This design comes from an exercise in tuning for small area on the open sky130 flow, not from production work. In this exercise RTL edits were held to simulation tests only and were not proved equivalent to the original. Power and IR drop assume default switching activity.

==> inputs of v16 <==
## ted
module ted
(
	input         clk,				 
	input         reset,
	input  [15:0] addr_in,
	output [15:0] addr_out,
	input   [7:0] data_in,
	output  [7:0] data_out,
	input         rw,
	output        cpuclk,			 
	output  [6:0] color,				 
	output        csync,
	output reg    hsync,
	output reg    vsync,
	output reg    hblank,
	output reg    vblank_out,
	input         wide,
	output        ce_pix,
	output        irq,
	output        ba,
	output reg    cs_io,
	output reg    cs_ram,
	output reg    cs0,
	output reg    cs1,
	output reg    aec,
	output  [4:0] snd,
	output        pal,
	input   [7:0] k,
	input   [1:0] tvmode,
	output        cpuenable			 
);
parameter TIMER1LO=6'h00;
parameter TIMER1HI=6'h01;
parameter TIMER2LO=6'h02;
parameter TIMER2HI=6'h03;
parameter TIMER3LO=6'h04;
parameter TIMER3HI=6'h05;
parameter CONTROL1=6'h06;
parameter CONTROL2=6'h07;
parameter KEYLATCH=6'h08;
parameter IRQ		=6'h09;
parameter IRQEN	=6'h0A;
parameter RASTER	=6'h0B;
parameter CURPOSHI=6'h0C;
parameter CURPOSLO=6'h0D;
parameter CH1FREQLO=6'h0E;
parameter CH2FREQLO=6'h0F;
parameter CH2FREQHI=6'h10;
parameter SOUNDCTRL=6'h11;
parameter BMAPBASE=6'h12;
parameter CHARBASE=6'h13;
parameter VIDEOBASE=6'h14;
parameter BGCOLOR0=6'h15;
parameter BGCOLOR1=6'h16;
parameter BGCOLOR2=6'h17;
parameter BGCOLOR3=6'h18;
parameter EXCOLOR=6'h19;
parameter CHARPOSRELOADHI=6'h1A;
parameter CHARPOSRELOADLO=6'h1B;
parameter VSCANPOSHI=6'h1C;
parameter VSCANPOSLO=6'h1D;
parameter HSCANPOS=6'h1E;
parameter FLASH_VERTSUB=6'h1F;
parameter ROMEN=6'h3E;
parameter RAMEN=6'h3F;
localparam IDLE=3'b000,THALT1=3'b001,THALT2=3'b010,THALT3=3'b011,TDMA=3'b100;
reg [2:0] dma_state,dma_nextstate;			 
  ...
Settings: LEC_CHECK=0, CAP_MARGIN=20, CORE_MARGIN=2, CORE_UTILIZATION=40, CTS_BUF_LIST=sky130_fd_sc_hd__clkbuf_4, SLEW_MARGIN=20; clock period 10.0 ns.
run.sh (not shown) runs the stock make flow with config.mk's settings and CLKGATE_MAP_FILE= SYNTH_SCRIPT=/design/flow/synth_recipe.tcl, a recipe that flattens the netlist after the stock synthesis.
==> inputs of v20, as changes to v16 <==
--- a/flow/design.v
+++ b/flow/design.v
@@ -163,11 +163,11 @@
 reg [9:0] ch1count,ch2count;			 
 reg ch1state,ch2state;						 
 reg ch1stateclk_prev,ch2stateclk_prev;
 reg [7:0] noisegen;								 
 reg [4:0] digivolume;								 
-reg [17:0] watchdog_ch1;	 
+reg [17:0] watchdog_ch1,watchdog_ch2;	 
 integer i;
 integer j;
 integer n;
 wire dphi;													 
 wire [8:0] EOS,VS_START,VS_STOP,EQ_START,EQ_STOP,VBLANK_START,VBLANK_STOP;		 
@@ -184,11 +184,11 @@
 wire pixelscreen;											 
 wire ch1clk,ch2clk;										 
 wire ch1stateclk,ch2stateclk;							 
 wire ch1audio,ch2audio;									 
 wire noise;													 
-wire watchdog_ch1max;				 
+wire watchdog_ch1max,watchdog_ch2max;				 
 wire cycle_end=(phicounter==15)?1'b1:1'b0;				 
 wire single_cycle_end=(cycle_end & phi)?1'b1:1'b0;	 
 always @(posedge clk) begin									 
 	phicounter<=phicounter+1'd1;
 	if(reset) begin								 
@@ -335,11 +335,14 @@
 				t1stop<=0;
 			end
 		end
 	if(phicounter==7 && ~phi & ~t1stop & ~stopreg)			 
 		begin															
-		timer1<=((timer1==0)?timer1_reload:timer1)-1'd1;
+		if(timer1==0)											
+			timer1<=timer1_reload-1'd1;
+		else
+			timer1<=timer1-1'd1;
 		end
 	if(reset) begin
 		t1stop <= 1;
 		timer1 <= 16'hFFFF;
 	end
@@ -638,53 +641,67 @@
 		end
 		if(reset) begin								 
 		videocounter<=10'b0;
 	end
 end
-wire inc_videocounter_nx = reset ? 1'b0 :
-		(enabledisplay ? ((hpos_296 | shiftcount==6'd40) ? 1'b0 : (hpos_432 ? 1'b1 : inc_videocounter)) : inc_videocounter);
-wire buf_shift_nx = ~reset & (phicounter==4'd14) & phi & inc_videocounter_nx;
-reg buf_shift,buf_hold;
-always @(posedge clk) begin
-	buf_shift<=buf_shift_nx;
-	buf_hold<=~reset & ~buf_shift_nx;
-end
-always @(posedge clk)
-	begin
-	attr_buf[0]<=({8{buf_shift}} & (badline ? data_in : attr_buf[39])) | ({8{buf_hold}} & attr_buf[0]);
-	char_buf[0]<=({8{buf_shift}} & (badline2 ? data_in : char_buf[39])) | ({8{buf_hold}} & char_buf[0]);
-	for(i=1;i<40;i=i+1) begin
-		attr_buf[i]<=({8{buf_shift}} & attr_buf[i-1]) | ({8{buf_hold}} & attr_buf[i]);
-		char_buf[i]<=({8{buf_shift}} & char_buf[i-1]) | ({8{buf_hold}} & char_buf[i]);
-		end
-	end
 always @(posedge clk)
 	begin
 	if(single_cycle_end)
 		begin
 		if(inc_videocounter)
 			begin
+			if(badline)	begin									 
+				attr_buf[0]<=data_in;
+				end
+			else begin
+				attr_buf[0]<=attr_buf[39];
+				end
+			for(i=1;i<40;i=i+1) begin
+				attr_buf[i]<=attr_buf[i-1];
+				end
 			nextattr<=attr_buf[39];
 			shiftcount<=shiftcount+1'd1;
 			if(((CursorPos==CharPosition) && VertSubActive) || (CursorPos==0 && CharPosition==0))					 
 				nextcursor<=1;
 			else nextcursor<=0;
-			if(badline2)
-				nextchar<=data_in;
-			else
-				nextchar<=char_buf[39];
 			end
 		else begin
 			nextattr<=0;
 			shiftcount<=0;
-			nextchar<=0;
 			end
 		end
-		if(reset) begin
+		if(reset) begin								 
+		for(i=0;i<=39;i=i+1) attr_buf[i]<=8'd0;
 		nextattr<=8'b0;
 		shiftcount<=6'b0;
 		nextcursor<=1'b0;
+	end
+end
+always @(posedge clk)
+	begin
+	if(single_cycle_end)
+		begin
+		if(inc_videocounter)
+			begin
+			if(badline2) begin
+				char_buf[0]<=data_in;
+				nextchar<=data_in;
+				end
+			else begin
+				char_buf[0]<=char_buf[39];
+				nextchar<=char_buf[39];
+				end
+			for(j=1;j<40;j=j+1) begin
+				char_buf[j]<=char_buf[j-1];
+				end
+			end 	
+		else begin
+			nextchar<=0;
+			end
+		end
+		if(reset) begin								 
+		for(i=0;i<=39;i=i+1) char_buf[i]<=8'd0;
 		nextchar<=8'b0;
 	end
 end
 always @(posedge clk)							 
 	begin
@@ -1484,11 +1501,11 @@
 		dataout_reg<=8'hff;
 		datahold<=1'b0;
 	end
 end
 assign data_out=(datahold)?dataout_reg:8'hff;
-assign snd=(ch1audio & ch2audio) ? {digivolume[3:0],1'b0} : ((ch1audio | ch2audio) ? digivolume : 5'd0);  
+assign snd=(ch1audio ? digivolume : 5'd0)+(ch2audio ? digivolume : 5'd0);  
 always @(posedge clk)						 
 	begin
 	if(single_cycle_end)
 		audiocycle<=audiocycle+1'd1;
 		if(reset) begin								 
@@ -1499,19 +1516,19 @@
 assign ch2clk=single_cycle_end&(audiocycle==2'b01);		 
 always @(posedge clk)
 	begin
 	if(ch1clk)
 		begin
-		if((ch1count==10'h3fe) || damode)
-			ch1count<=Ch1Freq;
+		if((ch1count==10'h3ff) || damode)
+			ch1count<=Ch1Freq+1'd1;
 		else	ch1count<=ch1count+1'd1;
 		end
 		if(reset) begin								 
-		ch1count<=10'h3ff;
+		ch1count<=10'b0;
 	end
 end
-assign ch1stateclk=(ch1count==10'h3fe)?1'b1:1'b0;
+assign ch1stateclk=(ch1count==10'h3ff)?1'b1:1'b0;
 always @(posedge clk)	 
 	begin
 	ch1stateclk_prev<=ch1stateclk;
 	if(damode|watchdog_ch1max)							 
 		ch1state<=0;
@@ -1526,29 +1543,29 @@
 always @(posedge clk)									 
 	begin
 	if((~ch1stateclk_prev & ch1stateclk)|watchdog_ch1max)		 
 		watchdog_ch1<=0;
 	else if(ch1clk)										 
-		watchdog_ch1<={watchdog_ch1[16:0],~(watchdog_ch1[17]^watchdog_ch1[10])};
+		watchdog_ch1<=watchdog_ch1+1'd1;
 		if(reset) begin								 
 		watchdog_ch1<=18'b0;
 	end
 end
-assign watchdog_ch1max=(watchdog_ch1==18'h2833d)?1'b1:1'b0;	
+assign watchdog_ch1max=(watchdog_ch1==18'd188416)?1'b1:1'b0;	
 always @(posedge clk)
 	begin
 	if(ch2clk)
 		begin
-		if((ch2count==10'h3fe) || damode)
-			ch2count<=Ch2Freq;
+		if((ch2count==10'h3ff) || damode)
+			ch2count<=Ch2Freq+1'd1;
 		else	ch2count<=ch2count+1'd1;
 		end
 		if(reset) begin								 
-		ch2count<=10'h3ff;
+		ch2count<=10'b0;
 	end
 end
-assign ch2stateclk=(ch2count==10'h3fe)?1'b1:1'b0;
+assign ch2stateclk=(ch2count==10'h3ff)?1'b1:1'b0;
 always @(posedge clk)	 
 	begin
 	ch2stateclk_prev<=ch2stateclk;
 	if(damode)												 
 		ch2state<=0;
@@ -1558,10 +1575,21 @@
 		ch2stateclk_prev<=1'b0;
 		ch2state<=1'b0;
 	end
 end
 assign ch2audio=(ch2en)?~ch2state:noise;		 
+always @(posedge clk)									 
+	begin
+	if((~ch2stateclk_prev & ch2stateclk)|watchdog_ch2max)		 
+		watchdog_ch2<=0;
+	else if(ch2clk)										 
+		watchdog_ch2<=watchdog_ch2+1'd1;
+		if(reset) begin								 
+		watchdog_ch2<=18'b0;
+	end
+end
+assign watchdog_ch2max=(watchdog_ch2==18'd188416)?1'b1:1'b0;	
 always @(posedge clk)
 	begin
 	if(damode)
 		noisegen<=0;
 	else if(~ch2stateclk_prev & ch2stateclk)
- CTS_BUF_LIST: sky130_fd_sc_hd__clkbuf_4 -> default
==> results.txt <==
Met1 routing resource usage after global routing: v16 0.317; v20 0.324
Met3 Wirelength: v16 12,900 um; v20 10,600 um
Number of clock sinks seen by CTS: v16 1,193; v20 1,191
Worst setup timing slack at the placement stage: v16 4.29 ns; v20 3.99 ns
Floorplan core area: v16 118,000 um2; v20 126,000 um2
Post-place instance area: v16 49,200 um2; v20 52,700 um2
Status: v16 complete, no violations; v20 complete, no violations
Layout cell share with drive strength beyond 1: v16 0.126; v20 0.0597
Fin area: v16 53,000 um2; v20 56,900 um2
Power share of the sequential group: v16 0.520; v20 0.486
Measured slew at the worst slew-check pin: v16 1.09 ns; v20 1.12 ns
Most instantiated library cell after synthesis: v16 sky130_fd_sc_hd__dfxtp_1; v20 sky130_fd_sc_hd__nand2_1
Design internal power: v16 7.01 mW; v20 7.61 mW
Count of cell types in the netlist: v16 95; v20 96
Remaining max-slew budget at the tightest pin: v16 0.263; v20 0.247
Power in sequential cells: v16 4.76 mW; v20 4.75 mW
Hold endpoint: v16 char_buf[15][6]$_DFF_P_; v20 Cnt2Irq$_SDFFE_PP0P_
Count of inserted tapcells: v16 1,536; v20 1,650
Seq/Total Area, Yosys: v16 0.503; v20 0.469
Post-synthesis mux area share: v16 0.0313; v20 0.0290
Total via count in the routed design: v16 39,800; v20 44,700
Post-route worst hold slack: v16 0.363 ns; v20 0.387 ns
Multi-input logic portion of the cell area: v16 0.412; v20 0.439
Largest cell class: v16 registers; v20 multi-input gates
Leading cell type in the layout, fill and taps excluded: v16 sky130_fd_sc_hd__dfxtp_1; v20 sky130_fd_sc_hd__nand2_1
Net switching fraction of the power: v16 0.235; v20 0.222

afterwards: timing with drivers on the ports:
How much do the figures lean on ideal ports? The routed layouts below were timed once more, with nothing changed but the port constraints.
Step 1 sets driving cells, clkbuf_16 on the clock port and buf_2 on the other inputs (assumed; they add their load-dependent delay and slew).
Step 2 times the ports against the registers' clock, not the clock port: input delays grow and output delays shrink by t, the midpoint of the rising clock arrivals with the driver on.
a / b / c = ideal / step 1 / step 2; a / b = the first two.
run | shift t [ns] | setup WS [ns] | worst setup path at the end | worst register clock-pin slew, ns | cell pins on the clock port's net
v16 | 1.235 | 4.279 / 4.257 / 4.203 | input to register | 0.08 / 0.08 | 1
v20 | 0.824 | 4.348 / 4.322 / 3.774 | input to register | 0.07 / 0.07 | 1
After both steps every run listed still meets setup and hold. The setup slack of v20, which loses most, moves by -0.026 ns with the drivers and by -0.574 ns with both steps.
